What follows belongs to an exercise in optimizing a design on an open flow for small area; a production flow would make more cautious choices.
The RTL was checked by simulation tests, not by an equivalence proof against the original design.
In runs 3 to 6 the design's own scripts or RTL, not TritonCTS, make the clock network.
The clock port is modelled as an ideal driver, which makes a skipped or thinned clock tree look cheaper than it is; a real chip needs a root buffer or a tree.
Power and IR drop assume default switching activity.

**design/flow/config.mk**
```make
export PLATFORM = sky130hd
export DESIGN_NAME = Index
export DESIGN_NICKNAME = Index
export VERILOG_FILES = /design/flow/design.v
export SDC_FILE = /design/flow/constraint.sdc
export NUM_CORES = 4
export LEC_CHECK = 0
export CAP_MARGIN = 20
export CORE_MARGIN = 2
export CORE_UTILIZATION = 40
export SLEW_MARGIN = 20
```
**design/flow/constraint.sdc**
```tcl
create_clock -name core_clock -period 10.0 [get_ports {clock}]
set_input_delay 2.0000 -clock core_clock [delete_from_list [all_inputs] [get_ports {clock}]]
set_output_delay 2.0000 -clock core_clock [all_outputs]
set_load 0.01 [all_outputs]
```
**design/flow/design.v**
```verilog
module Index
#(
  parameter CincoSegundos = 500000,  
  parameter UmSegundo = 100,      
  parameter MeioSegundo = 50      
)
(
  input reset, clock,
  input [1:0] Nivel_Jogo,
  input Modo_Jogo,
  input Iniciar_Jogo,
  input Bot_Ultima_Sequencia,
  input Bot_Vermelho, Bot_Azul, Bot_Amarelo, Bot_Verde,
  output reg [2:0] Led_RGB,
  output [2:0] Fase
);
  localparam [63:0] SIMON = 64'b1110001001101000110010001011110110100011111000101110011110010111;
  function automatic [18:0] nx19(input [18:0] q);
    nx19 = {q[17:0], ~(q[18] ^ q[17] ^ q[16] ^ q[13])};
  endfunction
  localparam [18:0] C19_55     = 19'b0011110001010010001;
  localparam [18:0] C19_100    = 19'b1001001101010010011;
  localparam [18:0] C19_500000 = 19'b1010110100010010111;
  reg [2:0]  estado;
  reg        exib, copia, acerto;
  reg [1:0]  nivel;           
  reg [5:0]  aux, atual;      
  reg        meio;            
  reg [18:0] cnt;             
  reg [63:0] ring;            
  reg [4:0]  r;               
  reg        sweep;           
  reg        wv;              
  reg [1:0]  wc;              
  assign Fase = estado;
  wire st0 = estado == 3'd0;
  wire st1 = estado == 3'd1;
  wire st2 = estado == 3'd2;
  wire st3 = estado == 3'd3;
  wire st4 = estado == 3'd4;
  wire st5 = estado == 3'd5;
  wire st6 = estado == 3'd6;
  wire st7 = estado == 3'd7;
  function automatic [2:0] ledcol(input [1:0] c);
    case (c)
      2'b00: ledcol = 3'b011;
      2'b01: ledcol = 3'b110;
      2'b10: ledcol = 3'b001;
      default: ledcol = 3'b101;
    endcase
  endfunction
  wire btn = Bot_Vermelho | Bot_Azul | Bot_Amarelo | Bot_Verde;
  wire [1:0] bcol = Bot_Vermelho ? 2'b00 : Bot_Azul ? 2'b01 : Bot_Amarelo ? 2'b10 : 2'b11;
  wire inr    = aux <= atual;
  wire t100   = cnt[0] & cnt[1] & ~cnt[16] & cnt[18];    
  wire t49    = ~cnt[0] & ~cnt[11] & cnt[13];            
  wire t5     = cnt == C19_500000;
  wire a49    = atual[5] & atual[4] & atual[0];          
  wire cmsok  = meio;
  wire eqat   = aux == atual;
  wire eqmax  = (nivel == 2'd0) ? (aux == 6'd8)  :
                (nivel == 2'd1) ? (aux == 6'd16) :
                (nivel == 2'd2) ? (aux == 6'd20) : (aux == 6'd32);
  wire go    = st0 & Iniciar_Jogo & ~exib;
  wire rep   = st0 & ~go & (Bot_Ultima_Sequencia | exib);
  wire disp  = (rep | (st2 & cmsok)) & inr;
  wire fim2  = st2 & cmsok & ~inr;
  wire ok5   = st5 & acerto;
  wire load  = st1 & ~Modo_Jogo;
  wire       aux_clr = st1 | fim2;
  wire       aux_inc = (disp & t100) | (ok5 & ~eqmax & ~eqat);
  wire [5:0] aux_nx  = aux_clr ? 6'd0 : aux_inc ? aux + 6'd1 : aux;
  wire       hit  = ~sweep & (r == aux[4:0]);
  wire [1:0] col  = (sweep | aux[5]) ? 2'b00 : ring[1:0];
  wire [4:0] tgt  = (st2 & disp & eqat) ? 5'd0 : aux_nx[4:0];
  wire       rot  = sweep | (r != tgt);
  wire [1:0] fill = st2 ? SIMON[2*r +: 2] : 2'b00;
  wire [1:0] tail = sweep ? fill : ring[1:0];
  wire       wdir = st3 & btn & hit;
  always @(posedge clock) begin
    if (reset) estado <= 3'd0;
    else case (estado)
      3'd0: estado <= go ? 3'd1 : 3'd0;
      3'd1: estado <= Modo_Jogo ? 3'd3 : 3'd2;
      3'd2: estado <= fim2 ? 3'd4 : 3'd2;
      3'd3: estado <= btn ? (cmsok ? 3'd4 : 3'd3) : (t5 ? 3'd6 : 3'd3);
      3'd4: estado <= btn ? 3'd5 : (t5 ? 3'd6 : 3'd4);
      3'd5: estado <= ~acerto ? 3'd6 : eqmax ? 3'd7 : eqat ? (copia ? 3'd3 : 3'd2) : 3'd4;
      default: estado <= 3'd0;
    endcase
    if (reset | st1) Led_RGB <= 3'b111;
    else if (st6) Led_RGB <= 3'b010;
    else if (st7) Led_RGB <= 3'b000;
    else if (st2 & ~cmsok) Led_RGB <= 3'b100;
    else if (disp) begin
      if (sweep | (r == aux[4:0])) Led_RGB <= ledcol(col);
    end
    else if (st3) Led_RGB <= btn ? ledcol(bcol) : 3'b111;
    exib <= ~reset & rep & inr;
    acerto <= bcol == col;
    if (st1) begin
      copia <= Modo_Jogo;
      nivel <= Modo_Jogo ? 2'd3 : Nivel_Jogo;
    end
    if (reset) aux <= 6'd0;
    else aux <= aux_nx;
    if (reset | st1 | (st3 & ~meio & a49)) atual <= 6'd0;
    else if ((ok5 & ~eqmax & eqat) | (st3 & ~meio)) atual <= atual + 6'd1;
    if (reset) cnt <= 19'd0;
    else if ((disp & ~t100) | (st2 & ~meio & ~t49) | ((st3 | st4) & ~btn & ~t5)) cnt <= nx19(cnt);
    else if (fim2) cnt <= C19_55;
    else cnt <= 19'd0;
    if (st1 | fim2) meio <= 1'b0;
    else if ((st2 & t49) | (st3 & a49)) meio <= 1'b1;
    if (rot) ring <= {tail, ring[63:2]};
    else if (wdir) ring[1:0] <= bcol;
    else if (wv) ring[1:0] <= wc;
    if (reset | load) r <= 5'd0;
    else if (rot) r <= r + 5'd1;
    if (reset | load) sweep <= 1'b1;
    else if (r == 5'd31) sweep <= 1'b0;
    if (reset | hit) wv <= 1'b0;
    else if (st3 & btn) wv <= 1'b1;
    if (st3 & btn) wc <= bcol;
  end
endmodule
```
**design/flow/flow/run.sh**
```bash
#!/bin/bash
# Own layout flow: the standard synthesis, then the combinational logic re-mapped
# for area (every flip-flop kept as synthesis made it), then the standard ORFS layout
# with small port buffers and a clock tree of small buffers.
set -euo pipefail
W=$(pwd)
R=$W/orfs/results/${FLOW_PLATFORM:-sky130hd}/Index/base
KN=(
  "BUFFER_PORTS_ARGS=-buffer_cell sky130_fd_sc_hd__buf_1"
  "CTS_ARGS=-sink_clustering_enable -repair_clock_nets -dont_use_dummy_load -buf_list sky130_fd_sc_hd__clkbuf_4 -root_buf sky130_fd_sc_hd__clkbuf_4 -sink_clustering_size 30 -sink_clustering_max_diameter 60"
)
bash standard.sh synth > $W/synth.log 2>&1
cp $R/1_2_yosys.v $R/1_2_yosys.std.v
bash flow/remap.sh $R/1_2_yosys.std.v $R/1_2_yosys.v > $W/remap.log 2>&1
rm -f $R/1_synth.odb $R/1_synth.sdc
bash standard.sh "${KN[@]}" synth > $W/synth_odb.log 2>&1
bash standard.sh "${KN[@]}" > $W/layout.log 2>&1
test -s $W/out/final.def
```
**design/flow/flow/remap.sh**
```bash
#!/bin/bash
# remap.sh IN.v OUT.v : re-map the combinational logic of a mapped sky130hd netlist for area,
# keeping every flip-flop instance (name, cell type, connections) as it is.
set -euo pipefail
IN=$1; OUT=$2
P=${FLOW_HOME:-/OpenROAD-flow-scripts/flow}/platforms/sky130hd
L=$P/lib/sky130_fd_sc_hd__tt_025C_1v80.lib
DU=$(sed -n '/DONT_USE_CELLS +=/,/^$/p' $P/config.mk | grep -o 'sky130_fd_sc_hd__[a-z0-9_]*' | sed 's/^/-dont_use /' | tr '\n' ' ')
FF=$(grep -o 'sky130_fd_sc_hd__[a-z0-9_]*' $IN | sort -u | grep -E '__(e|s|se)?df|__dl' | tr '\n' ' ' || true)
D=$(mktemp -d)
printf 'strash\n&get -n\n&deepsyn -T 60\n&dch\n&nf -R 1000\n&put\ntopo\n' > $D/nf.abc
cat > $D/remap.ys <<EOY
read_liberty -ignore_miss_func $L
setattr -mod -set keep_hierarchy 1 $FF
read_verilog $IN
hierarchy -top Index
flatten
rename -hide w:* i:* o:* %u %d
opt_clean -purge
abc -script $D/nf.abc -liberty $L $DU
opt_clean -purge
splitnets
opt_clean -purge
hilomap -singleton -hicell sky130_fd_sc_hd__conb_1 HI -locell sky130_fd_sc_hd__conb_1 LO
stat -liberty $L
select Index
write_verilog -noattr -nohex -nodec -selected $OUT.tmp
EOY
cat > $D/check.ys <<EOY
read_liberty -lib $L
read_verilog $OUT.tmp
hierarchy -top Index
check -assert -mapped
stat -liberty $L
EOY
yosys -s $D/remap.ys
yosys -s $D/check.ys
cp $OUT.tmp $OUT; rm -f $OUT.tmp; rm -rf $D
```
**design/flow/standard.sh**
```bash
#!/bin/bash
# synth_recipe.tcl (not shown) runs the flow's synth.tcl, then flattens the netlist and writes it again
# the make line also repeats each setting of config.mk as NAME=value (left out here)
make -C /OpenROAD-flow-scripts/flow DESIGN_CONFIG=/design/flow/config.mk WORK_HOME=/design/flow/orfs CLKGATE_MAP_FILE= SYNTH_SCRIPT=/design/flow/synth_recipe.tcl "${@:-finish}"
```
==> results of run 1 <==
==> path summary, 6_finish.rpt <==
check,to,from,depth (start not counted)
worst min-delay path,ring[41]$_DFFE_PP_,ring[43]$_DFFE_PP_,0
worst max register to register,r[4]$_SDFFE_PP0P_,aux[4]$_SDFF_PP0_,21
worst min register to register,ring[41]$_DFFE_PP_,ring[43]$_DFFE_PP_,0
worst max-delay path,r[4]$_SDFFE_PP0P_,aux[4]$_SDFF_PP0_,21
==> area by class of cell <==
class	instances	area, sq um	area share, %
clock buffer	17	127.6	2.666
inverter	20	75.07	1.568
multi-input combinational	228	1329	27.76
sequential	116	3013	62.94
tap	140	175.2	3.659
timing repair buffer	17	67.56	1.411
==> registers in the layout (all words and copies together), names as in the netlist <==
register  count
estado        3
ring         64
r             5
wv            1
copia         1
cnt          19
exib          1
wc            2
sweep         1
nivel         2
aux           6
acerto        1
Led_RGB       3
meio          1
atual         6
==> power by group through the flow <==
stage | Combinational, mW | Sequential [mW] | Clock, mW
2_1_floorplan | 0.0562 | 0.569 | 0
3_3_place_gp | 0.0767 | 0.575 | 0
3_5_place_dp | 0.0772 | 0.576 | 0
4_1_cts | 0.0776 | 0.566 | 0.227
5_1_grt | 0.0884 | 0.570 | 0.247
6_report | 0.0778 | 0.565 | 0.216
==> per-stage QoR <==
stage | hold WS [ps] | cell area [sq um]
2_1_floorplan | 400.3 | 4417
3_3_place_gp | 404.5 | 4659
3_5_place_dp | 404.5 | 4659
4_1_cts | 409.2 | 4787
5_1_grt | 421.0 | 4787
6_report | 405.0 | 4787
==> worst max-delay path, delay by kind of cell, from the launching register on <==
| kind | cells | cell delay [ps] |
|---|---|---|
| AND/OR/NAND/NOR | 10 | 2120 |
| AO/OA/AOI/OAI | 6 | 980 |
| buffers and inverters | 3 | 960 |
| flip-flops | 1 | 460 |
| XOR/XNOR | 2 | 310 |
==> metal layers <==
layer | vias up | track usage (%) | share of wire [%]
met5 | - | 0 | 0
met4 | 0 | 6.136 | 1.4
met3 | 12 | 5.260 | 6.0
met2 | 76 | 23.96 | 46
met1 | 1361 | 20.48 | 47
li1 | 1412 | - | -
==> layout by cell type, fill, tap and decap left out, types with 16 or more instances in the layout <==
cell	n
edfxtp_1	69
dfxtp_1	47
nor2_1	33
a21oi_1	23
nand2_1	21
clkinv_1	20
clkbuf_4	17
o21ai_0	16
nor3_1	16
buf_1	16
==> results.sh, run 1 <==
export IMPL_status="no timing/DRC/antenna violations"
export IMPL_placed_cells=521
export IMPL_relSlewSlack_pct=32.62
export IMPL_place_gp_congestion=0.8986
export IMPL_final_cell_count_no_fill=538
export IMPL_swShare_pct=24.31
export IMPL_grt_max_degree=71
export IMPL_crit_path_cell_trace="clkinv_1, a22oi_1, nand2_1, o221ai_1, a31oi_1, a21oi_1, clkinv_1, or4_1, nand2b_1, o22ai_1, and3_1, and3_1, xor2_1, a21oi_1, or2_2, buf_4, nor2b_1, and2_0, nand2_1, xor2_1, nor2_1"
export IMPL_core_sq_um=10790
export IMPL_antenna_left=0
export IMPL_cp_end_kind="flop"
export IMPL_cp_slowest_cell="buf_4"
export IMPL_synth_fp_nets=375
export IMPL_start_util_pct=40.92
export IMPL_irDropWorstVdd_mv=0.08105
export IMPL_syn_instance_count=364
export IMPL_io_pins=17
export IMPL_num_antenna_cells=0
export IMPL_timing_final_ws_setup_ps=4965
export IMPL_fill_cells=987
export IMPL_dr_total_vias=2861
export IMPL_clockBufferDepth=2
export IMPL_power_total_mw=0.8594
export IMPL_cp_slowest_stage_delay_ps=630
export IMPL_htree_levels=4
export IMPL_slew_violations=0
export IMPL_wl_per_cell_microns=15.20
export IMPL_clk_latency_ps=500
export IMPL_fin_crit_ps=5035
export IMPL_dieArea_sq_um=11900
export IMPL_critPathLaunchType="flop"
export IMPL_switching_power_mw=0.2089
export IMPL_avgSynthCellArea_sq_um=12.13
export IMPL_syn_to_final_growth_pct=8.385
export IMPL_clk_pin_slew_ps=100
export IMPL_numPortBuffers=16
export IMPL_root_buffer="clkbuf_4"
export IMPL_fin_nets=411
export IMPL_drt_initial_drc_count=170
export IMPL_cp_max_fo=70
export IMPL_die_w_microns=109.1
export IMPL_antenna_found_initial=0
export IMPL_cts_hold_buf=0
export IMPL_syn_area_sq_um=4417
export IMPL_grt_pass1_vias=2779
export IMPL_die_y_microns=109.1
export IMPL_rows=38
export IMPL_fin_tns_setup_ps=0
export IMPL_rsz0062_at_grt="false"
export IMPL_fin_crit_sh_pct=50.35
export IMPL_grt_pass1_wl_microns=13910
export IMPL_grt_overflow=0
export IMPL_drv_cap=0
export IMPL_finClkSkew_ps=36.70
export IMPL_power_frac_comb_pct=9.1
export IMPL_max_freq_ghz=0.1986
export IMPL_p_per_area_nw_per_um2=179.5
export IMPL_drt_pass1_iter_count=4
export IMPL_grtUsageTotal_pct=15.65
export IMPL_required_ps=10330
export IMPL_cts_made_buffers=17
export IMPL_clock_power_share_pct=25.2
export IMPL_wl_microns=8176
export IMPL_p_int_mw=0.6505
export IMPL_cts_resized=0
export IMPL_power_frac_seq_pct=65.8
export IMPL_setup_viol=0
export IMPL_drive_above_1_share_pct=4.774
export IMPL_hp_class="reg -> reg"
export IMPL_cts_sinks=116
export IMPL_via_per_inst=5.318
export IMPL_post_place_ws_ps=4526
export IMPL_regToRegSetupSlack_ps=4970
export IMPL_hpwl_microns=5508
export IMPL_leakage_nw=1.781
export IMPL_tritoncts="built"
export IMPL_yosys_warnings=1
export IMPL_cp_arrival_ps=5360
export IMPL_critical_path_class="reg -> reg"
export IMPL_hold_violations=0
export IMPL_cts_setup_buffers=0
export IMPL_fin_util_pct=44.35
export IMPL_tightestPinTransition_ps=1007
export IMPL_drc=0
==> inputs of run 2 (changes only) <==
--- a/design/flow/design.v
+++ b/design/flow/design.v
@@ -30,8 +30,7 @@
   reg [63:0] ring;            
   reg [4:0]  r;               
   reg        sweep;           
-  reg        wv;              
-  reg [1:0]  wc;              
+  reg        lag;             
   assign Fase = estado;
   wire st0 = estado == 3'd0;
   wire st1 = estado == 3'd1;
@@ -53,14 +52,15 @@
   wire [1:0] bcol = Bot_Vermelho ? 2'b00 : Bot_Azul ? 2'b01 : Bot_Amarelo ? 2'b10 : 2'b11;
   wire inr    = aux <= atual;
   wire t100   = cnt[0] & cnt[1] & ~cnt[16] & cnt[18];    
+  wire t0     = ~(cnt[0] | cnt[1] | cnt[9] | cnt[11] | cnt[15]);  
   wire t49    = ~cnt[0] & ~cnt[11] & cnt[13];            
   wire t5     = cnt == C19_500000;
   wire a49    = atual[5] & atual[4] & atual[0];          
   wire cmsok  = meio;
   wire eqat   = aux == atual;
-  wire eqmax  = (nivel == 2'd0) ? (aux == 6'd8)  :
-                (nivel == 2'd1) ? (aux == 6'd16) :
-                (nivel == 2'd2) ? (aux == 6'd20) : (aux == 6'd32);
+  wire eqmax  = (copia | nivel == 2'd3) ? (aux == 6'd32) :
+                (nivel == 2'd0) ? (aux == 6'd8)  :
+                (nivel == 2'd1) ? (aux == 6'd16) : (aux == 6'd20);
   wire go    = st0 & Iniciar_Jogo & ~exib;
   wire rep   = st0 & ~go & (Bot_Ultima_Sequencia | exib);
   wire disp  = (rep | (st2 & cmsok)) & inr;
@@ -70,10 +70,11 @@
   wire       aux_clr = st1 | fim2;
   wire       aux_inc = (disp & t100) | (ok5 & ~eqmax & ~eqat);
   wire [5:0] aux_nx  = aux_clr ? 6'd0 : aux_inc ? aux + 6'd1 : aux;
-  wire       hit  = ~sweep & (r == aux[4:0]);
-  wire [1:0] col  = (sweep | aux[5]) ? 2'b00 : ring[1:0];
-  wire [4:0] tgt  = (st2 & disp & eqat) ? 5'd0 : aux_nx[4:0];
+  wire       pre  = st2 & cmsok & (eqat | ~inr);        
+  wire [4:0] tgt  = pre ? 5'd0 : aux[4:0];
   wire       rot  = sweep | (r != tgt);
+  wire       hit  = ~rot;                              
+  wire [1:0] col  = (sweep | aux[5]) ? 2'b00 : lag ? ring[3:2] : ring[1:0];
   wire [1:0] fill = st2 ? SIMON[2*r +: 2] : 2'b00;
   wire [1:0] tail = sweep ? fill : ring[1:0];
   wire       wdir = st3 & btn & hit;
@@ -93,15 +94,14 @@
     else if (st7) Led_RGB <= 3'b000;
     else if (st2 & ~cmsok) Led_RGB <= 3'b100;
     else if (disp) begin
-      if (sweep | (r == aux[4:0])) Led_RGB <= ledcol(col);
+      if (t0) Led_RGB <= ledcol(col);
     end
     else if (st3) Led_RGB <= btn ? ledcol(bcol) : 3'b111;
-    exib <= ~reset & rep & inr;
+    exib <= ~reset & ((rep & inr) | (st3 & ~hit & (btn | exib)));
     acerto <= bcol == col;
-    if (st1) begin
-      copia <= Modo_Jogo;
-      nivel <= Modo_Jogo ? 2'd3 : Nivel_Jogo;
-    end
+    if (st1) copia <= Modo_Jogo;
+    if (st1) nivel <= Nivel_Jogo;
+    else if (st3 & btn) nivel <= bcol;
     if (reset) aux <= 6'd0;
     else aux <= aux_nx;
     if (reset | st1 | (st3 & ~meio & a49)) atual <= 6'd0;
@@ -114,13 +114,11 @@
     else if ((st2 & t49) | (st3 & a49)) meio <= 1'b1;
     if (rot) ring <= {tail, ring[63:2]};
     else if (wdir) ring[1:0] <= bcol;
-    else if (wv) ring[1:0] <= wc;
+    else if (st3 & exib) ring[1:0] <= nivel;
     if (reset | load) r <= 5'd0;
     else if (rot) r <= r + 5'd1;
+    lag <= aux_inc;
     if (reset | load) sweep <= 1'b1;
     else if (r == 5'd31) sweep <= 1'b0;
-    if (reset | hit) wv <= 1'b0;
-    else if (st3 & btn) wv <= 1'b1;
-    if (st3 & btn) wc <= bcol;
   end
 endmodule
==> run 2 against run 1 <==
Compared with the run above:
- highest routed layer unchanged
- clock skew down 0.53 ps
- flip-flop and latch count fell by 2
- register-to-register slack gained 1900 ps
- non-clock buffer count up 2
- hold slack worse by 5.5 ps
- core utilization grew 0.91 points
- worst setup slack better by 1300 ps
- critical path depth fell by 11
- clock-buffer cell count did not move
- still clean
==> results.sh, run 2 <==
export IMPL_dieArea_sq_um=11680
export IMPL_syn_instance_count=360
export IMPL_wl_per_cell_microns=14.94
export IMPL_largest_register_ff_count=64
export IMPL_postLayoutCellArea_sq_um=4715
export IMPL_syn_to_final_growth_pct=8.839
export IMPL_start_util_pct=41.59
export IMPL_setup_viol=0
export IMPL_relSlewSlack_pct=41.53
export IMPL_grt_pass1_wl_microns=13200
export IMPL_irDropWorstVdd_mv=0.1001
export IMPL_final_common_cell="edfxtp_1"
export IMPL_power_frac_seq_pct=64.8
export IMPL_clk_latency_ps=500
export IMPL_reg_top3="ring (64), cnt (19)"
export IMPL_core_sq_um=10420
export IMPL_htree_levels=4
export IMPL_clockBufferDepth=2
export IMPL_placed_cells=515
export IMPL_slew_violations=0
export IMPL_cts_resized=0
export IMPL_drt_initial_drc_count=143
export IMPL_crit_path_cell_trace="buf_1, nor2b_1, o21ai_0, a21oi_1, a22o_1, and2_0, and3_1, and2_0, a21oi_1, a311oi_1"
export IMPL_grt_max_degree=63
export IMPL_num_antenna_cells=0
export IMPL_cts_made_buffers=17
export IMPL_critPathLaunchType="input pin"
export IMPL_clock_power_share_pct=20.1
export IMPL_p_per_area_nw_per_um2=223.9
export IMPL_cp_arrival_ps=4130
export IMPL_tightestPinTransition_ps=854.9
export IMPL_max_freq_ghz=0.2668
export IMPL_fin_crit_ps=3748
export IMPL_cp_slowest_cell="a21oi_1"
export IMPL_grt_pass1_vias=2671
export IMPL_swShare_pct=27.41
export IMPL_die_w_microns=108.1
export IMPL_cts_setup_buffers=0
export IMPL_power_total_mw=1.056
export IMPL_grt_overflow=0
export IMPL_hold_violations=0
export IMPL_io_pins=17
export IMPL_worstHoldStart="ring[57]$_DFFE_PP_"
export IMPL_cp_end_kind="flop"
export IMPL_placed_area_sq_um=4587
export IMPL_cp_slowest_stage_delay_ps=420
export IMPL_fin_crit_sh_pct=37.48
export IMPL_fin_tns_setup_ps=0
export IMPL_switching_power_mw=0.2893
export IMPL_cts_hold_buf=0
export IMPL_drive_above_1_share_pct=5.303
export IMPL_drt_pass1_iter_count=5
export IMPL_timing_final_ws_setup_ps=6252
export IMPL_syn_area_sq_um=4332
export IMPL_power_frac_comb_pct=15.1
export IMPL_hp_class="reg -> reg"
export IMPL_place_gp_congestion=0.8619
export IMPL_reg2reg_depth=12
export IMPL_cts_sinks=114
export IMPL_worstHoldEndpoint="ring[55]$_DFFE_PP_"
export IMPL_wl_microns=7950
export IMPL_cp_max_fo=7
export IMPL_top_register="ring"
export IMPL_yosys_warnings=1
export IMPL_grtUsageTotal_pct=15.08
export IMPL_synth_fp_nets=371
export IMPL_fin_nets=409
export IMPL_antenna_left=0
export IMPL_antenna_found_initial=0
export IMPL_numPortBuffers=16
export IMPL_post_place_ws_ps=5769
export IMPL_critical_path_class="in -> reg"
export IMPL_tritoncts="built"
export IMPL_root_buffer="clkbuf_4"
export IMPL_via_per_inst=5.357
export IMPL_reg2reg_to="aux[5]$_SDFFE_PP0P_"
export IMPL_crit_buf_inv=1
export IMPL_leakage_nw=1.806
export IMPL_final_cell_mix="edfxtp_1, dfxtp_1, nor2_1, nand2_1, a21oi_1"
export IMPL_finClkSkew_ps=36.17
export IMPL_r2r_start="atual[2]$_SDFFE_PP0P_"
export IMPL_regToRegSetupSlack_ps=6910
export IMPL_hpwl_microns=5201
export IMPL_drv_cap=0
export IMPL_status="no timing/DRC/antenna violations"
export IMPL_rsz0062_at_grt="false"
export IMPL_hold_depth=0
export IMPL_required_ps=10380
export IMPL_p_int_mw=0.7663
export IMPL_die_y_microns=108.1
export IMPL_critPathTopFamily="compound AO/OA/AOI/OAI gates"
export IMPL_dr_total_vias=2850
export IMPL_final_cell_count_no_fill=532
export IMPL_clk_pin_slew_ps=90
export IMPL_rows=37
export IMPL_drc=0
export IMPL_avgSynthCellArea_sq_um=12.03
==> run 2: worst max path at each step <==
stage,start,endpoint,slack (ps),depth (start not counted)
6_report,Iniciar_Jogo,aux[5]$_SDFFE_PP0P_,6250,10
5_1_grt,Bot_Ultima_Sequencia,aux[5]$_SDFFE_PP0P_,6120,10
4_1_cts,Iniciar_Jogo,aux[5]$_SDFFE_PP0P_,6330,10
3_5_place_dp,Iniciar_Jogo,aux[5]$_SDFFE_PP0P_,5770,10
3_3_place_gp,Bot_Ultima_Sequencia,aux[5]$_SDFFE_PP0P_,5970,10
2_1_floorplan,aux[1]$_SDFFE_PP0P_,ring[10]$_DFFE_PP_,5960,7
==> run 2: worst reg2reg max path, stage by stage (launching register included) <==
cell,delay [ps]
dfxtp_1,360
clkinv_1,100
a22oi_1,250
a221o_1,200
nand2_1,70
and2_0,220
a21oi_1,390
a22o_1,250
and2_0,260
and3_1,220
and2_0,260
a21oi_1,120
a311oi_1,300
==> run 2: through the flow <==
stage,utilization [%],hold WS (ps)
after floorplan,-,400.3
after global placement,44.01,404.7
after detailed placement,44.04,405.7
after CTS,45.26,401.0
after global routing,45.26,419.0
final,45.26,399.5
==> run 2: layer usage <==
metal / global-route usage (%) / part of all wire, % / vias to the layer above
met5: 0 / 0 / -
met4: 6.319 / 0.86 / 0
met3: 5.787 / 5.8 / 4
met2: 20.62 / 43 / 86
met1: 21.34 / 50 / 1349
li1: - / - / 1411
==> run 2: final cells by class <==
class                           count  area (sq um)
Tap cell                          136         170.2
Timing Repair Buffer               19         82.58
Fill cell                        1000          5702
Clock buffer                       17         127.6
Inverter                           19         73.82
Multi-Input combinational cell    227          1308
Sequential cell                   114          2953
==> run 2: power groups by stage <==
| stage | sequential, mW | clock (mW) | combinational [mW] |
|---|---|---|---|
| 6_report | 0.684 | 0.212 | 0.160 |
| 5_1_grt | 0.696 | 0.247 | 0.181 |
| 4_1_cts | 0.685 | 0.225 | 0.159 |
| 3_5_place_dp | 0.692 | 0 | 0.158 |
| 3_3_place_gp | 0.693 | 0 | 0.156 |
| 2_1_floorplan | 0.673 | 0 | 0.113 |
==> inputs of run 3 (changes only) <==
==> design/flow/flow/run.sh (replaced) <==
#!/bin/bash
# Own layout flow: the standard synthesis, then the combinational logic re-mapped
# for area (every flip-flop kept as synthesis made it), then the standard ORFS layout
# with small port buffers, and a one-level clock tree of a few large clock buffers
# built in place of ORFS's CTS step.
set -euo pipefail
W=$(pwd)
R=$W/orfs/results/${FLOW_PLATFORM:-sky130hd}/Index/base
KN=(
  "BUFFER_PORTS_ARGS=-buffer_cell sky130_fd_sc_hd__buf_1"
)
bash standard.sh synth > $W/synth.log 2>&1
cp $R/1_2_yosys.v $R/1_2_yosys.std.v
bash flow/remap.sh $R/1_2_yosys.std.v $R/1_2_yosys.v > $W/remap.log 2>&1
rm -f $R/1_synth.odb $R/1_synth.sdc
bash standard.sh "${KN[@]}" synth > $W/synth_odb.log 2>&1
bash standard.sh "${KN[@]}" place > $W/place.log 2>&1
MCTS_RESULTS=$R MCTS_N=4 MCTS_BUF=sky130_fd_sc_hd__clkbuf_16 openroad -no_init -exit flow/mcts_run.tcl > $W/mcts.log 2>&1
cp $R/4_1_cts.odb $R/4_cts.odb
touch $R/4_cts.sdc
bash standard.sh "${KN[@]}" > $W/layout.log 2>&1
test -s $W/out/final.def
==> design/flow/flow/mcts.tcl (new file) <==
# Manual clock tree: the clock port drives NCLUST clock buffers (BUF), each driving the
# flip-flops of one cluster (k-means on the flip-flops' positions).
proc mcts_build {nclust bufmaster} {
  set db [ord::get_db]
  set block [ord::get_db_block]
  set master [$db findMaster $bufmaster]
  set clk [$block findNet clock]
  $clk setSigType CLOCK
  set sinks {}
  foreach it [$clk getITerms] {
    if {[$it isInputSignal]} { lappend sinks $it }
  }
  set pts {}
  foreach it $sinks {
    set inst [$it getInst]
    set bb [$inst getBBox]
    lappend pts [list [expr {([$bb xMin]+[$bb xMax])/2}] [expr {([$bb yMin]+[$bb yMax])/2}]]
  }
  set n [llength $pts]
  # k-means: start from points spread along the sorted order
  set order [lsort -integer -indices [lmap p $pts {expr {[lindex $p 0]*4+[lindex $p 1]}}]]
  set cent {}
  for {set k 0} {$k < $nclust} {incr k} {
    lappend cent [lindex $pts [lindex $order [expr {int(($k+0.5)*$n/$nclust)}]]]
  }
  for {set iter 0} {$iter < 50} {incr iter} {
    set asg {}
    foreach p $pts {
      set best 0; set bd 1e30
      for {set k 0} {$k < $nclust} {incr k} {
        set c [lindex $cent $k]
        set d [expr {abs([lindex $p 0]-[lindex $c 0]) + abs([lindex $p 1]-[lindex $c 1])}]
        if {$d < $bd} { set bd $d; set best $k }
      }
      lappend asg $best
    }
    set newc {}
    for {set k 0} {$k < $nclust} {incr k} {
      set sx 0; set sy 0; set m 0
      foreach p $pts a $asg { if {$a == $k} { set sx [expr {$sx+[lindex $p 0]}]; set sy [expr {$sy+[lindex $p 1]}]; incr m } }
      if {$m > 0} { lappend newc [list [expr {$sx/$m}] [expr {$sy/$m}]] } else { lappend newc [lindex $cent $k] }
    }
    set cent $newc
  }
  for {set k 0} {$k < $nclust} {incr k} {
    set inst [odb::dbInst_create $block $master "mcts_buf_$k"]
    set c [lindex $cent $k]
    $inst setLocation [lindex $c 0] [lindex $c 1]
    $inst setPlacementStatus PLACED
    set net [odb::dbNet_create $block "mcts_net_$k"]
    $net setSigType CLOCK
    [$inst findITerm A] connect $clk
    [$inst findITerm X] connect $net
    foreach it $sinks a $asg {
      if {$a == $k} { $it disconnect; $it connect $net }
    }
    puts "mcts: buffer $k at $c drives [llength [lsearch -all $asg $k]] flip-flops"
  }
}
==> design/flow/flow/mcts_run.tcl (new file) <==
# Clock tree step in place of ORFS's CTS: reads the placed design, lets the clock port drive
# a few clock buffers, each driving one cluster of flip-flops, legalizes, and writes what
# ORFS's CTS step writes.
set P $::env(FLOW_HOME)/platforms/$::env(FLOW_PLATFORM)
set R $::env(MCTS_RESULTS)
read_lef $P/lef/sky130_fd_sc_hd.tlef
read_lef $P/lef/sky130_fd_sc_hd_merged.lef
read_liberty $P/lib/sky130_fd_sc_hd__tt_025C_1v80.lib
read_db $R/3_place.odb
read_sdc $R/3_place.sdc
source $P/setRC.tcl
source [file dirname [info script]]/mcts.tcl
mcts_build $::env(MCTS_N) $::env(MCTS_BUF)
detailed_placement
check_placement -verbose
set_propagated_clock [all_clocks]
estimate_parasitics -placement
report_clock_skew
report_worst_slack -min
report_worst_slack -max
set w 0
foreach p [get_pins -hier */CLK] { set s [get_property $p slew_max]; if {$s > $w} {set w $s} }
puts "mcts: worst clock pin slew $w"
write_db $R/4_1_cts.odb
unset_propagated_clock [all_clocks]
write_sdc $R/4_cts.sdc
--- a/design/flow/config.mk
+++ b/design/flow/config.mk
@@ -7,5 +7,6 @@
 export LEC_CHECK = 0
 export CAP_MARGIN = 20
 export CORE_MARGIN = 2
-export CORE_UTILIZATION = 40
+export CORE_UTILIZATION = 70
+export PLACE_DENSITY = 0.8
 export SLEW_MARGIN = 20
==> run 3 against run 2 <==
Compared with the run above:
- core utilization up 32 points
- first-iteration DRC count up 73%
- synthesized cell count unchanged
- clock power down 17%
- via count up 0.53%
- routed wire length up 2.0%
- final area down 1.8%
- final cell count down 14%
- hold slack better by 27 ps
- highest routed layer unchanged
==> results.sh, run 3 <==
export IMPL_numPortBuffers=16
export IMPL_core_sq_um=5956
export IMPL_dieArea_sq_um=6834
export IMPL_drt_pass1_iter_count=6
export IMPL_cp_slowest_cell="a21oi_1"
export IMPL_rsz0062_at_grt="false"
export IMPL_cp_max_fo=7
export IMPL_fin_nets=396
export IMPL_crit_path_cell_trace="buf_1, nor2b_1, o21ai_0, a21oi_1, a22o_1, and2_0, and3_1, and2_0, a21oi_1, a311oi_1"
export IMPL_place_gp_congestion=0.9385
export IMPL_fin_tns_setup_ps=0
export IMPL_setup_viol=0
export IMPL_final_cell_count_no_fill=458
export IMPL_grt_pass1_wl_microns=12920
export IMPL_leakage_nw=1.781
export IMPL_hpwl_microns=5600
export IMPL_die_y_microns=82.67
export IMPL_required_ps=10060
export IMPL_largest_register_ff_count=64
export IMPL_syn_to_final_growth_pct=6.846
export IMPL_status="no timing/DRC/antenna violations"
export IMPL_cp_slowest_stage_delay_ps=440
export IMPL_cp_arrival_ps=4090
export IMPL_cp_end_kind="flop"
export IMPL_via_per_inst=6.255
export IMPL_hold_violations=0
export IMPL_critical_path_class="in -> reg"
export IMPL_grtUsageTotal_pct=24.89
export IMPL_wl_per_cell_microns=17.71
export IMPL_avgSynthCellArea_sq_um=12.03
export IMPL_drc=0
export IMPL_clk_pin_slew_ps=110
export IMPL_io_pins=17
export IMPL_slew_violations=0
export IMPL_syn_instance_count=360
export IMPL_fin_crit_ps=4026
export IMPL_drv_cap=0
export IMPL_fin_crit_sh_pct=40.26
export IMPL_irDropWorstVdd_mv=0.1978
export IMPL_final_cell_mix="edfxtp_1, dfxtp_1, nor2_1, nand2_1, a21oi_1"
export IMPL_top_register="ring"
export IMPL_final_common_cell="edfxtp_1"
export IMPL_max_freq_ghz=0.2484
export IMPL_wl_microns=8112
export IMPL_placed_cells=454
export IMPL_whs_ps=426.6
export IMPL_die_w_microns=82.67
export IMPL_reg_top3="ring (64), cnt (19)"
export IMPL_grt_max_degree=34
export IMPL_drive_above_1_share_pct=2.350
export IMPL_placed_area_sq_um=4527
export IMPL_dr_total_vias=2865
export IMPL_p_per_area_nw_per_um2=222.5
export IMPL_relSlewSlack_pct=30.56
export IMPL_finClkSkew_ps=25.02
export IMPL_clk_latency_ps=170
export IMPL_synth_fp_nets=371
export IMPL_postLayoutCellArea_sq_um=4628
export IMPL_num_antenna_cells=0
export IMPL_critPathLaunchType="input pin"
export IMPL_yosys_warnings=1
export IMPL_tightestPinTransition_ps=1015
export IMPL_grt_overflow=0
export IMPL_antenna_found_initial=0
export IMPL_fill_cells=375
export IMPL_antenna_left=0
export IMPL_rows=28
export IMPL_hp_class="reg -> reg"
export IMPL_start_util_pct=72.73
export IMPL_grt_pass1_vias=2594
export IMPL_syn_area_sq_um=4332
export IMPL_drt_initial_drc_count=247
[run 3: changes by cell type in the layout (fill, tap and decap cells not counted), sizes merged]
cell	previous run	this run
clkbuf	17	4
[run 3: layer usage]
metal	GRT usage [%]	part of all wire [%]
met5	0	0
met4	3.770	1.2
met3	2.065	7.5
met2	41.05	48
met1	37.24	44
[run 3: critical path: cells and delay by family]
kind,cells,cell delay (ps)
compound gates,5,1200
simple gates,4,800
buf+inv,1,80
[run 3: per-stage QoR]
stage / setup WS, ps / power [mW] / utilization [%]
finish: 5974 / 1.030 / 77.71
floorplan: 5963 / 0.7866 / -
detailed placement: 5857 / 0.8539 / 76.01
global placement: 5925 / 0.8445 / 75.57
global route: 5782 / 1.078 / 77.71
[run 3: path summary, 6_finish.rpt]
| kind | startpoint | endpoint | slack (ps) | cells after the start |
|---|---|---|---|---|
| worst min register to register | ring[10]$_DFFE_PP_ | ring[8]$_DFFE_PP_ | 430 | 0 |
| worst min-delay path | ring[10]$_DFFE_PP_ | ring[8]$_DFFE_PP_ | 430 | 0 |
| worst max register to register | aux[1]$_SDFFE_PP0P_ | aux[5]$_SDFFE_PP0P_ | 7050 | 12 |
| worst max-delay path | Iniciar_Jogo | aux[5]$_SDFFE_PP0P_ | 5970 | 10 |
[run 3: layout make-up]
cell class	instances	area, sq um	share of cell area [%]
Buffer	4	100.1	2.163
Inverter	19	71.32	1.541
Multi-Input combinational cell	227	1315	28.41
Sequential cell	114	2953	63.80
Tap cell	75	93.84	2.028
Timing Repair Buffer	19	95.09	2.055
[run 3: where the power goes]
group          switching (mW)  internal (mW)
combinational           0.102         0.0648
sequential             0.0635          0.623
clock                   0.103         0.0737
==> inputs of run 4 (changes only) <==
--- a/design/flow/design.v
+++ b/design/flow/design.v
@@ -58,9 +58,9 @@
   wire a49    = atual[5] & atual[4] & atual[0];          
   wire cmsok  = meio;
   wire eqat   = aux == atual;
-  wire eqmax  = (copia | nivel == 2'd3) ? (aux == 6'd32) :
-                (nivel == 2'd0) ? (aux == 6'd8)  :
-                (nivel == 2'd1) ? (aux == 6'd16) : (aux == 6'd20);
+  wire eqmax  = (copia | nivel == 2'd3) ? aux[5] :               
+                (nivel == 2'd0) ? aux[3] :                        
+                (nivel == 2'd1) ? aux[4] : (aux[4] & aux[2]);     
   wire go    = st0 & Iniciar_Jogo & ~exib;
   wire rep   = st0 & ~go & (Bot_Ultima_Sequencia | exib);
   wire disp  = (rep | (st2 & cmsok)) & inr;
==> design/flow/flow/remap.sh (replaced) <==
#!/bin/bash
# remap.sh IN.v OUT.v : re-map the combinational logic of a mapped sky130hd netlist for area,
# keeping every flip-flop instance (name, cell type, connections) as it is. Several ABC
# scripts run in parallel; the netlist with the smallest cell area is kept.
set -euo pipefail
IN=$1; OUT=$2
P=${FLOW_HOME:-/OpenROAD-flow-scripts/flow}/platforms/sky130hd
L=$P/lib/sky130_fd_sc_hd__tt_025C_1v80.lib
DU=$(sed -n '/DONT_USE_CELLS +=/,/^$/p' $P/config.mk | grep -o 'sky130_fd_sc_hd__[a-z0-9_]*' | sed 's/^/-dont_use /' | tr '\n' ' ')
FF=$(grep -o 'sky130_fd_sc_hd__[a-z0-9_]*' $IN | sort -u | grep -E '__(e|s|se)?df|__dl' | tr '\n' ' ' || true)
D=$(mktemp -d)
SCRIPTS=(
  "strash;&get -n;&deepsyn -T 60;&dch;&nf -R 1000;&put;topo"
  "strash;&get -n;&deepsyn -T 60 -S 2;&dch;&nf -R 1000;&put;topo"
  "strash;&get -n;&deepsyn -T 60 -S 3;&dch -f;&nf -R 1000;&put;topo"
  "strash;&get -n;&dch;&nf -R 1000;&put;topo"
)
run() {
  k=$1
  echo "${SCRIPTS[$k]}" | tr ';' '\n' > $D/s$k.abc
  cat > $D/remap$k.ys <<EOY
read_liberty -ignore_miss_func $L
setattr -mod -set keep_hierarchy 1 $FF
read_verilog $IN
hierarchy -top Index
flatten
rename -hide w:* i:* o:* %u %d
opt_clean -purge
abc -script $D/s$k.abc -liberty $L $DU
opt_clean -purge
splitnets
opt_clean -purge
hilomap -singleton -hicell sky130_fd_sc_hd__conb_1 HI -locell sky130_fd_sc_hd__conb_1 LO
select Index
write_verilog -noattr -nohex -nodec -selected $D/out$k.v
EOY
  yosys -s $D/remap$k.ys > $D/log$k.txt 2>&1 || return 0
  cat > $D/check$k.ys <<EOY
read_liberty -lib $L
read_verilog $D/out$k.v
hierarchy -top Index
check -assert -mapped
tee -o $D/stat$k.txt stat -liberty $L
EOY
  yosys -s $D/check$k.ys > $D/clog$k.txt 2>&1 || rm -f $D/stat$k.txt
}
for k in "${!SCRIPTS[@]}"; do run $k & done
wait
best=""; besta=""
for k in "${!SCRIPTS[@]}"; do
  cat $D/log$k.txt
  [[ -f $D/stat$k.txt ]] || { echo "variant $k: failed"; continue; }
  a=$(grep "Chip area for module" $D/stat$k.txt | awk '{print $NF}')
  echo "variant $k (${SCRIPTS[$k]}): area $a"
  if [[ -z "$besta" ]] || awk "BEGIN{exit !($a < $besta)}"; then best=$k; besta=$a; fi
done
[[ -n "$best" ]]
echo "kept variant $best: area $besta"
cp $D/out$best.v $OUT
rm -rf $D
==> run 4 against run 3 <==
Compared with the run above:
- still clean
- critical path depth is 2 lower
- register-to-register slack worse by 850 ps
- via count down 4.1%
- sequential power hardly changed
- area after synthesis decreased by 1.6%
- core utilization decreased by 1.2 points
- combinational power is 6% higher
- clock power barely moved
- critical path type is now reg -> reg
- critical endpoint is now ring[2]$_DFFE_PP_
- largest power group unchanged
- highest routed layer unchanged
==> results.sh, run 4 <==
export IMPL_dr_total_vias=2747
export IMPL_clk_pin_slew_ps=100
export IMPL_critical_path_class="reg -> reg"
export IMPL_rows=28
export IMPL_relSlewSlack_pct=36.48
export IMPL_fill_cells=367
export IMPL_placed_area_sq_um=4425
export IMPL_fin_crit_sh_pct=38.04
export IMPL_avgSynthCellArea_sq_um=12.40
export IMPL_p_per_area_nw_per_um2=229.7
export IMPL_slew_violations=0
export IMPL_syn_to_final_growth_pct=6.250
export IMPL_antenna_left=0
export IMPL_required_ps=9600
export IMPL_dieArea_sq_um=6732
export IMPL_drt_initial_drc_count=275
export IMPL_fin_nets=378
export IMPL_syn_area_sq_um=4264
export IMPL_placed_cells=436
export IMPL_num_antenna_cells=0
export IMPL_use_met2_pct=37.32
export IMPL_largest_register_ff_count=64
export IMPL_cp_max_fo=62
export IMPL_leakage_nw=1.724
export IMPL_clk_latency_ps=170
export IMPL_grtUsageTotal_pct=23.24
export IMPL_antenna_found_initial=0
export IMPL_power_frac_comb_pct=17.0
export IMPL_status="no timing/DRC/antenna violations"
export IMPL_hp_class="reg -> reg"
export IMPL_postLayoutCellArea_sq_um=4531
export IMPL_die_y_microns=82.05
export IMPL_finClkSkew_ps=35.66
export IMPL_reg2reg_depth=8
export IMPL_grt_overflow=0
export IMPL_drt_pass1_iter_count=6
export IMPL_synth_fp_nets=355
export IMPL_start_util_pct=72.02
export IMPL_final_cell_count_no_fill=440
export IMPL_clock_power_share_pct=16.9
export IMPL_timing_final_ws_setup_ps=6196
export IMPL_cp_end_kind="flop"
export IMPL_use_met1_pct=35.48
export IMPL_max_freq_ghz=0.2629
export IMPL_final_common_cell="edfxtp_1"
export IMPL_grt_max_degree=63
export IMPL_hold_violations=0
export IMPL_die_w_microns=82.05
export IMPL_yosys_warnings=1
export IMPL_drive_above_1_share_pct=1.918
export IMPL_swShare_pct=26.53
export IMPL_drc=0
export IMPL_p_int_mw=0.7647
export IMPL_irDropWorstVdd_mv=0.1837
export IMPL_top_usage_layer="met2"
export IMPL_grt_pass1_vias=2501
export IMPL_final_cell_mix="edfxtp_1, dfxtp_1, nor2_1, a21oi_1"
export IMPL_use_met3_pct=1.648
export IMPL_wl_per_cell_microns=17.78
export IMPL_numPortBuffers=16
export IMPL_whs_ps=429.4
export IMPL_rsz0062_at_grt="false"
export IMPL_drv_cap=0
export IMPL_hold_depth=0
export IMPL_wl_microns=7824
export IMPL_cp_arrival_ps=3400
export IMPL_core_sq_um=5921
export IMPL_post_place_ws_ps=5998
export IMPL_critPathLaunchType="flop"
export IMPL_syn_instance_count=344
export IMPL_fin_util_pct=76.52
export IMPL_via_per_inst=6.243
export IMPL_top_register="ring"
export IMPL_place_gp_congestion=0.9362
export IMPL_tightestPinTransition_ps=951.6
export IMPL_reg_top3="ring (64), cnt (19)"
export IMPL_switching_power_mw=0.2762
export IMPL_io_pins=17
export IMPL_power_total_mw=1.041
export IMPL_grt_pass1_wl_microns=12010
export IMPL_fin_crit_ps=3804
export IMPL_setup_viol=0
export IMPL_fin_tns_setup_ps=0
export IMPL_power_frac_seq_pct=66.1
export IMPL_hpwl_microns=5254
==> run 4: layer usage <==
layer	wire, microns	vias to the layer above	share of wire [%]
met4	121	0	1.5
met5	0	-	0
met2	3571	92	46
li1	-	1319	-
met1	3755	1327	48
met3	376	9	4.8
==> run 4: worst max-delay path, cell delays in order, from the launching register on <==
cell      delay (ps)
dfxtp_1          560
clkinv_1         230
nor3_1           670
nand2_1          240
nor2_1           270
a31oi_1           70
a211oi_1         240
buf_4            210
clkinv_2         730
==> run 4: worst paths after layout <==
path                             end                  from  slack (ps)
hold / removal    ring[31]$_DFFE_PP_    ring[33]$_DFFE_PP_         430
setup / recovery   ring[2]$_DFFE_PP_  estado[1]$_SDFF_PP0_        6200
hold reg to reg   ring[31]$_DFFE_PP_    ring[33]$_DFFE_PP_         430
setup reg to reg   ring[2]$_DFFE_PP_  estado[1]$_SDFF_PP0_        6200
==> run 4: power by group through the flow <==
stage | logic (mW) | registers (mW) | clock network [mW]
finish | 0.177 | 0.688 | 0.176
global route | 0.198 | 0.698 | 0.192
detailed placement | 0.172 | 0.693 | 0
global placement | 0.169 | 0.690 | 0
floorplan | 0.124 | 0.675 | 0
==> run 4: layout make-up <==
type                            count  area (sq um)  area share (%)
Buffer                              4         100.1           2.209
Inverter                           18         68.82           1.519
Multi-Input combinational cell    212          1247           27.53
Sequential cell                   114          2953           65.18
Tap cell                           75         93.84           2.071
Timing Repair Buffer               17         67.56           1.491
==> inputs of run 5 (changes only) <==
--- a/design/flow/design.v
+++ b/design/flow/design.v
@@ -26,7 +26,9 @@
   reg [1:0]  nivel;           
   reg [5:0]  aux, atual;      
   reg        meio;            
-  reg [18:0] cnt;             
+  reg [18:0] cntq;            
+  localparam [18:0] CPOL = 19'b0101010101010101010;    
+  wire [18:0] cnt = cntq ^ CPOL;
   reg [63:0] ring;            
   reg [4:0]  r;               
   reg        sweep;           
@@ -106,10 +108,10 @@
     else aux <= aux_nx;
     if (reset | st1 | (st3 & ~meio & a49)) atual <= 6'd0;
     else if ((ok5 & ~eqmax & eqat) | (st3 & ~meio)) atual <= atual + 6'd1;
-    if (reset) cnt <= 19'd0;
-    else if ((disp & ~t100) | (st2 & ~meio & ~t49) | ((st3 | st4) & ~btn & ~t5)) cnt <= nx19(cnt);
-    else if (fim2) cnt <= C19_55;
-    else cnt <= 19'd0;
+    if (reset) cntq <= CPOL;
+    else if ((disp & ~t100) | (st2 & ~meio & ~t49) | ((st3 | st4) & ~btn & ~t5)) cntq <= nx19(cnt) ^ CPOL;
+    else if (fim2) cntq <= C19_55 ^ CPOL;
+    else cntq <= CPOL;
     if (st1 | fim2) meio <= 1'b0;
     else if ((st2 & t49) | (st3 & a49)) meio <= 1'b1;
     if (rot) ring <= {tail, ring[63:2]};
==> run 5 against run 4 <==
Compared with the run above:
- largest cell class unchanged
- first-iteration DRC count is 29% lower
- die area fell by 0.64%
- combinational power fell by 71%
- sequential share of layout area grew 0.38 points
==> results.sh, run 5 <==
export IMPL_cp_end_kind="flop"
export IMPL_drt_initial_drc_count=195
export IMPL_setup_viol=0
export IMPL_crit_start="Bot_Azul"
export IMPL_worstHoldStart="cntq[10]$_SDFF_PP0_"
export IMPL_power_frac_comb_pct=6.7
export IMPL_grt_pass1_wl_microns=12320
export IMPL_clock_power_share_pct=23.2
export IMPL_drt_pass1_iter_count=5
export IMPL_rows=28
export IMPL_die_w_microns=81.79
export IMPL_swShare_pct=19.68
export IMPL_hpwl_microns=5385
export IMPL_tightestPinTransition_ps=750.1
export IMPL_antenna_left=0
export IMPL_finClkSkew_ps=18.80
export IMPL_fin_nets=390
export IMPL_wl_microns=7607
export IMPL_fin_tns_setup_ps=0
export IMPL_fill_cells=368
export IMPL_wl_per_cell_microns=16.83
export IMPL_via_per_inst=6.035
export IMPL_regToRegSetupSlack_ps=6520
export IMPL_numPortBuffers=16
export IMPL_start_util_pct=71.96
export IMPL_syn_to_final_growth_pct=6.352
export IMPL_crit_path_cell_trace="buf_1, or2_0, nand2b_1, or3_1, nor4_1, nor3_1, a211oi_1, or2_0, nand2_1, o21ai_0"
export IMPL_status="no timing/DRC/antenna violations"
export IMPL_layout_area_seq_sq_um=2953
export IMPL_largest_register_ff_count=64
export IMPL_die_y_microns=81.79
export IMPL_irDropWorstVdd_mv=0.1514
export IMPL_drc=0
export IMPL_dr_total_vias=2728
export IMPL_switching_power_mw=0.1491
export IMPL_avgSynthCellArea_sq_um=11.93
export IMPL_rsz0062_at_grt="false"
export IMPL_yosys_warnings=1
export IMPL_power_frac_seq_pct=70.0
export IMPL_grtUsageTotal_pct=23.64
export IMPL_hold_violations=0
export IMPL_fin_crit_sh_pct=48.84
export IMPL_final_common_cell="edfxtp_1"
export IMPL_final_cell_mix="edfxtp_1, dfxtp_1, nor2_1, nand2_1, a21oi_1"
export IMPL_critPathLaunchType="input pin"
export IMPL_p_per_area_nw_per_um2=168.2
export IMPL_cp_slowest_stage_delay_ps=610
export IMPL_r2r_start="aux[4]$_SDFFE_PP0P_"
export IMPL_clk_pin_slew_ps=100
export IMPL_critical_path_class="in -> reg"
export IMPL_worstHoldEndpoint="cntq[11]$_SDFF_PP1_"
export IMPL_top_register="ring"
export IMPL_p_int_mw=0.6086
export IMPL_grt_pass1_vias=2599
export IMPL_grt_overflow=0
export IMPL_power_total_mw=0.7577
export IMPL_relSlewSlack_pct=50.00
export IMPL_cp_max_fo=11
export IMPL_syn_area_sq_um=4235
export IMPL_reg_top3="ring (64), cntq (19)"
export IMPL_slew_violations=0
export IMPL_max_freq_ghz=0.2047
export IMPL_clk_latency_ps=170
export IMPL_drive_above_1_share_pct=1.857
export IMPL_grt_max_degree=64
export IMPL_fin_crit_ps=4884
export IMPL_dieArea_sq_um=6689
export IMPL_place_gp_congestion=0.9208
export IMPL_multi_input_area_sq_um=1234
export IMPL_syn_instance_count=355
export IMPL_hp_class="reg -> reg"
export IMPL_leakage_nw=1.698
export IMPL_cp_arrival_ps=4980
export IMPL_core_sq_um=5886
export IMPL_path_common_cell="or2_0"
export IMPL_hold_depth=1
export IMPL_antenna_found_initial=0
export IMPL_reg2reg_depth=13
export IMPL_synth_fp_nets=366
export IMPL_required_ps=10100
export IMPL_io_pins=17
export IMPL_cp_slowest_cell="a211oi_1"
export IMPL_num_antenna_cells=0
export IMPL_drv_cap=0
export IMPL_reg2reg_to="aux[5]$_SDFFE_PP0P_"
## run 5: layout make-up
class,instances,share of cell area (%)
repair buffers,18,1.667
inverters,13,1.083
well taps,75,2.083
plain buffers,4,2.222
flip-flops and latches,114,65.56
multi-input cells,228,27.39
## run 5: metrics by stage
step / instance area (sq um) / hold WS, ps / instances / util [%] / worst slack [ps]
finish: 4504 / 400.4 / 452 / 76.53 / 5116
detailed placement: 4404 / 374.4 / 448 / 74.83 / 5005
floorplan: 4235 / 357.9 / 355 / - / 5646
global route: 4504 / 419.8 / 452 / 76.53 / 4839
global placement: 4404 / 370.5 / 448 / 74.83 / 5204
## run 5: per-layer routing
| metal | vias to the layer above | routed length [microns] | global-route usage, % |
|---|---|---|---|
| met3 | 10 | 520 | 2.308 |
| met1 | 1268 | 3463 | 34.86 |
| li1 | 1335 | - | - |
| met2 | 115 | 3484 | 38.70 |
| met4 | 0 | 138 | 5.000 |
| met5 | - | 0 | 0 |
## run 5: critical path: cells and delay by family
| kind | cells | cell delay [ps] |
|---|---|---|
| buffers and inverters | 1 | 110 |
| AO/OA/AOI/OAI | 2 | 710 |
| AND/OR/NAND/NOR | 7 | 2170 |
## run 5: worst max path at each step
stage / end / depth (start not counted)
floorplan: cntq[13]$_SDFF_PP1_ / 9
global placement: cntq[15]$_SDFF_PP1_ / 10
detailed placement: cntq[7]$_SDFF_PP1_ / 10
global route: cntq[13]$_SDFF_PP1_ / 10
finish: cntq[13]$_SDFF_PP1_ / 10
## run 5: power by group through the flow
stage,Sequential (mW),Clock [mW],Combinational (mW)
6_report,0.531,0.176,0.0511
5_1_grt,0.533,0.192,0.0582
3_5_place_dp,0.541,0,0.0502
3_3_place_gp,0.540,0,0.0486
2_1_floorplan,0.537,0,0.0358
==> inputs of run 6 (changes only) <==
--- a/design/flow/flow/remap.sh
+++ b/design/flow/flow/remap.sh
@@ -10,11 +10,16 @@
 FF=$(grep -o 'sky130_fd_sc_hd__[a-z0-9_]*' $IN | sort -u | grep -E '__(e|s|se)?df|__dl' | tr '\n' ' ' || true)
 D=$(mktemp -d)
 SCRIPTS=(
+  "strash;&get -n;&dch;&nf -R 1000;&put;topo"
   "strash;&get -n;&deepsyn -T 60;&dch;&nf -R 1000;&put;topo"
   "strash;&get -n;&deepsyn -T 60 -S 2;&dch;&nf -R 1000;&put;topo"
   "strash;&get -n;&deepsyn -T 60 -S 3;&dch -f;&nf -R 1000;&put;topo"
-  "strash;&get -n;&dch;&nf -R 1000;&put;topo"
+  "strash;&get -n;&deepsyn -T 60 -S 5;&dch;&nf -R 1000;&put;topo"
+  "strash;&get -n;&deepsyn -T 60 -S 6 -I 2;&dch;&nf -R 1000;&put;topo"
+  "strash;&get -n;&deepsyn -T 60 -S 7;&dch;&nf -R 1000;&put;topo"
+  "strash;&get -n;&deepsyn -T 60 -S 9;&dch;&nf -R 1000;&put;topo"
 )
+NP=${NUM_CORES:-4}
 run() {
   k=$1
   echo "${SCRIPTS[$k]}" | tr ';' '\n' > $D/s$k.abc
@@ -44,7 +49,11 @@
 EOY
   yosys -s $D/check$k.ys > $D/clog$k.txt 2>&1 || rm -f $D/stat$k.txt
 }
-for k in "${!SCRIPTS[@]}"; do run $k & done
+# NP variants at a time
+for k in "${!SCRIPTS[@]}"; do
+  run $k &
+  if (( (k + 1) % NP == 0 )); then wait; fi
+done
 wait
 best=""; besta=""
 for k in "${!SCRIPTS[@]}"; do
==> run 6 against run 5 <==
Compared with the run above:
- still clean
- synthesized cell count unchanged
- die area unchanged
- fmax did not move
- sequential share of layout area unchanged
- routed wire length did not move
- core utilization unchanged
- flip-flop and latch count did not move
- final cell count stayed put
- via count is the same
- final area unchanged
- register-to-register slack hardly changed
- critical path depth unchanged
- critical path type unchanged
- critical endpoint unchanged
- largest cell class unchanged
==> results.sh, run 6 <==
export IMPL_worstHoldEndpoint="cntq[11]$_SDFF_PP1_"
export IMPL_largest_register_ff_count=64
export IMPL_irDropWorstVdd_mv=0.1514
export IMPL_core_sq_um=5886
export IMPL_drt_pass1_iter_count=5
export IMPL_final_cell_mix="edfxtp_1, dfxtp_1, nor2_1, nand2_1, a21oi_1"
export IMPL_wl_per_cell_microns=16.83
export IMPL_critPathLaunchType="input pin"
export IMPL_r2r_start="aux[4]$_SDFFE_PP0P_"
export IMPL_start_util_pct=71.96
export IMPL_hold_depth=1
export IMPL_antenna_found_initial=0
export IMPL_clk_latency_ps=170
export IMPL_clk_pin_slew_ps=100
export IMPL_worstHoldStart="cntq[10]$_SDFF_PP0_"
export IMPL_top_usage_layer="met2"
export IMPL_multi_input_area_sq_um=1234
export IMPL_grt_overflow=0
export IMPL_use_met1_pct=34.86
export IMPL_grt_pass1_wl_microns=12320
export IMPL_power_total_mw=0.7577
export IMPL_cp_slowest_stage_delay_ps=610
export IMPL_num_antenna_cells=0
export IMPL_hold_violations=0
export IMPL_cp_end_kind="flop"
export IMPL_setup_viol=0
export IMPL_leakage_nw=1.698
export IMPL_antenna_left=0
export IMPL_crit_path_cell_trace="buf_1, or2_0, nand2b_1, or3_1, nor4_1, nor3_1, a211oi_1, or2_0, nand2_1, o21ai_0"
export IMPL_status="no timing/DRC/antenna violations"
export IMPL_numPortBuffers=16
export IMPL_place_gp_congestion=0.9208
export IMPL_reg2reg_to="aux[5]$_SDFFE_PP0P_"
export IMPL_fin_tns_setup_ps=0
export IMPL_yosys_warnings=1
export IMPL_hpwl_microns=5385
export IMPL_top_register="ring"
export IMPL_dieArea_sq_um=6689
export IMPL_p_per_area_nw_per_um2=168.2
export IMPL_finClkSkew_ps=18.80
export IMPL_avgSynthCellArea_sq_um=11.93
export IMPL_syn_instance_count=355
export IMPL_syn_area_sq_um=4235
export IMPL_wl_microns=7607
export IMPL_dr_total_vias=2728
export IMPL_fin_crit_sh_pct=48.84
export IMPL_via_per_inst=6.035
export IMPL_io_pins=17
export IMPL_reg2reg_depth=13
export IMPL_critical_path_class="in -> reg"
export IMPL_rsz0062_at_grt="false"
export IMPL_cp_arrival_ps=4980
export IMPL_drive_above_1_share_pct=1.857
export IMPL_die_y_microns=81.79
export IMPL_drt_initial_drc_count=195
export IMPL_grt_pass1_vias=2599
export IMPL_max_freq_ghz=0.2047
export IMPL_drc=0
export IMPL_fin_nets=390
export IMPL_final_common_cell="edfxtp_1"
export IMPL_post_place_ws_ps=5005
export IMPL_required_ps=10100
export IMPL_cp_max_fo=11
export IMPL_use_met2_pct=38.70
export IMPL_grt_max_degree=64
export IMPL_grtUsageTotal_pct=23.64
export IMPL_fill_cells=368
export IMPL_reg_top3="ring (64), cntq (19)"
export IMPL_die_w_microns=81.79
export IMPL_regToRegSetupSlack_ps=6520
export IMPL_syn_to_final_growth_pct=6.352
export IMPL_use_met3_pct=2.308
export IMPL_cp_slowest_cell="a211oi_1"
export IMPL_tightestPinTransition_ps=750.1
export IMPL_relSlewSlack_pct=50.00
export IMPL_synth_fp_nets=366
export IMPL_hp_class="reg -> reg"
export IMPL_rows=28
export IMPL_slew_violations=0
export IMPL_fin_crit_ps=4884
export IMPL_path_common_cell="or2_0"
export IMPL_layout_area_seq_sq_um=2953
export IMPL_timing_final_ws_setup_ps=5116
export IMPL_drv_cap=0
## run 6: layout make-up
class	instances	area share (%)
multi-input cells	228	27.39
well taps	75	2.083
repair buffers	18	1.667
plain buffers	4	2.222
flip-flops and latches	114	65.56
inverters	13	1.083
## run 6: metrics by stage
stage | hold slack [ps] | std cells | util (%) | area (sq um)
after floorplan | 357.9 | 355 | - | 4235
after global placement | 370.5 | 448 | 74.83 | 4404
after detailed placement | 374.4 | 448 | 74.83 | 4404
after global routing | 419.8 | 452 | 76.53 | 4504
final | 400.4 | 452 | 76.53 | 4504
## run 6: how the worst max path moves through the flow
| stage | from | end | slack, ps | depth (start not counted) |
|---|---|---|---|---|
| final | Bot_Azul | cntq[13]$_SDFF_PP1_ | 5120 | 10 |
| after global routing | Bot_Azul | cntq[13]$_SDFF_PP1_ | 4840 | 10 |
| after detailed placement | Bot_Azul | cntq[7]$_SDFF_PP1_ | 5000 | 10 |
| after global placement | Bot_Azul | cntq[15]$_SDFF_PP1_ | 5200 | 10 |
| after floorplan | Bot_Verde | cntq[13]$_SDFF_PP1_ | 5650 | 9 |
## run 6: critical path: cells and delay by family
kind	cells	cell delay (ps)
compound gates	2	710
buf+inv	1	110
simple gates	7	2170
## run 6: power breakdown
part,total [mW],internal [mW],switching (mW)
Clock,0.176,0.0737,0.102
Sequential,0.531,0.516,0.0148
Combinational,0.0511,0.0191,0.0320
Total,0.758,0.609,0.149
## run 6: layer usage
layer  vias up  part of all wire [%]
met5         -                     0
li1       1335                     -
met4         0                   1.8
met1      1268                    46
met2       115                    46
met3        10                   6.8

==> separate check: timing with driven ports <==
No port has a modelled driver above. Below, the same layouts with a new extraction and two added sets of constraints.
Step 1: set_driving_cell puts a clkbuf_16 on clock and a buf_2 on each other input, an assumption about the parent block.
Step 2, shift: input delay + t, output delay - t, t = (earliest + latest rising clock arrival at the registers) / 2. This alone moves slack from input paths to output paths.
Three values: no drivers, after step 1, after step 2; two values: the first two.
run	t, ns	slack for setup (ns)	hold WS [ns]	worst setup path after step 2	cell pins on the clock port's net
run 1	0.508	4.965 / 4.965 / 4.480	0.405 / 0.405 / 0.405	input to register	1
run 2	0.512	6.252 / 6.263 / 5.751	0.399 / 0.399 / 0.399	input to register	1
run 3	0.235	5.974 / 6.029 / 5.794	0.427 / 0.427 / 0.427	input to register	4
run 4	0.231	6.196 / 6.196 / 6.043	0.429 / 0.429 / 0.429	input to register	4
run 5	0.234	5.116 / 5.172 / 4.937	0.400 / 0.400 / 0.400	input to register	4
run 6	0.234	5.116 / 5.172 / 4.937	0.400 / 0.400 / 0.400	input to register	4
After both steps every run listed still meets setup and hold. For run 2, which loses most, drivers alone change the setup slack by +0.011 ns; drivers and shift together by -0.501 ns.
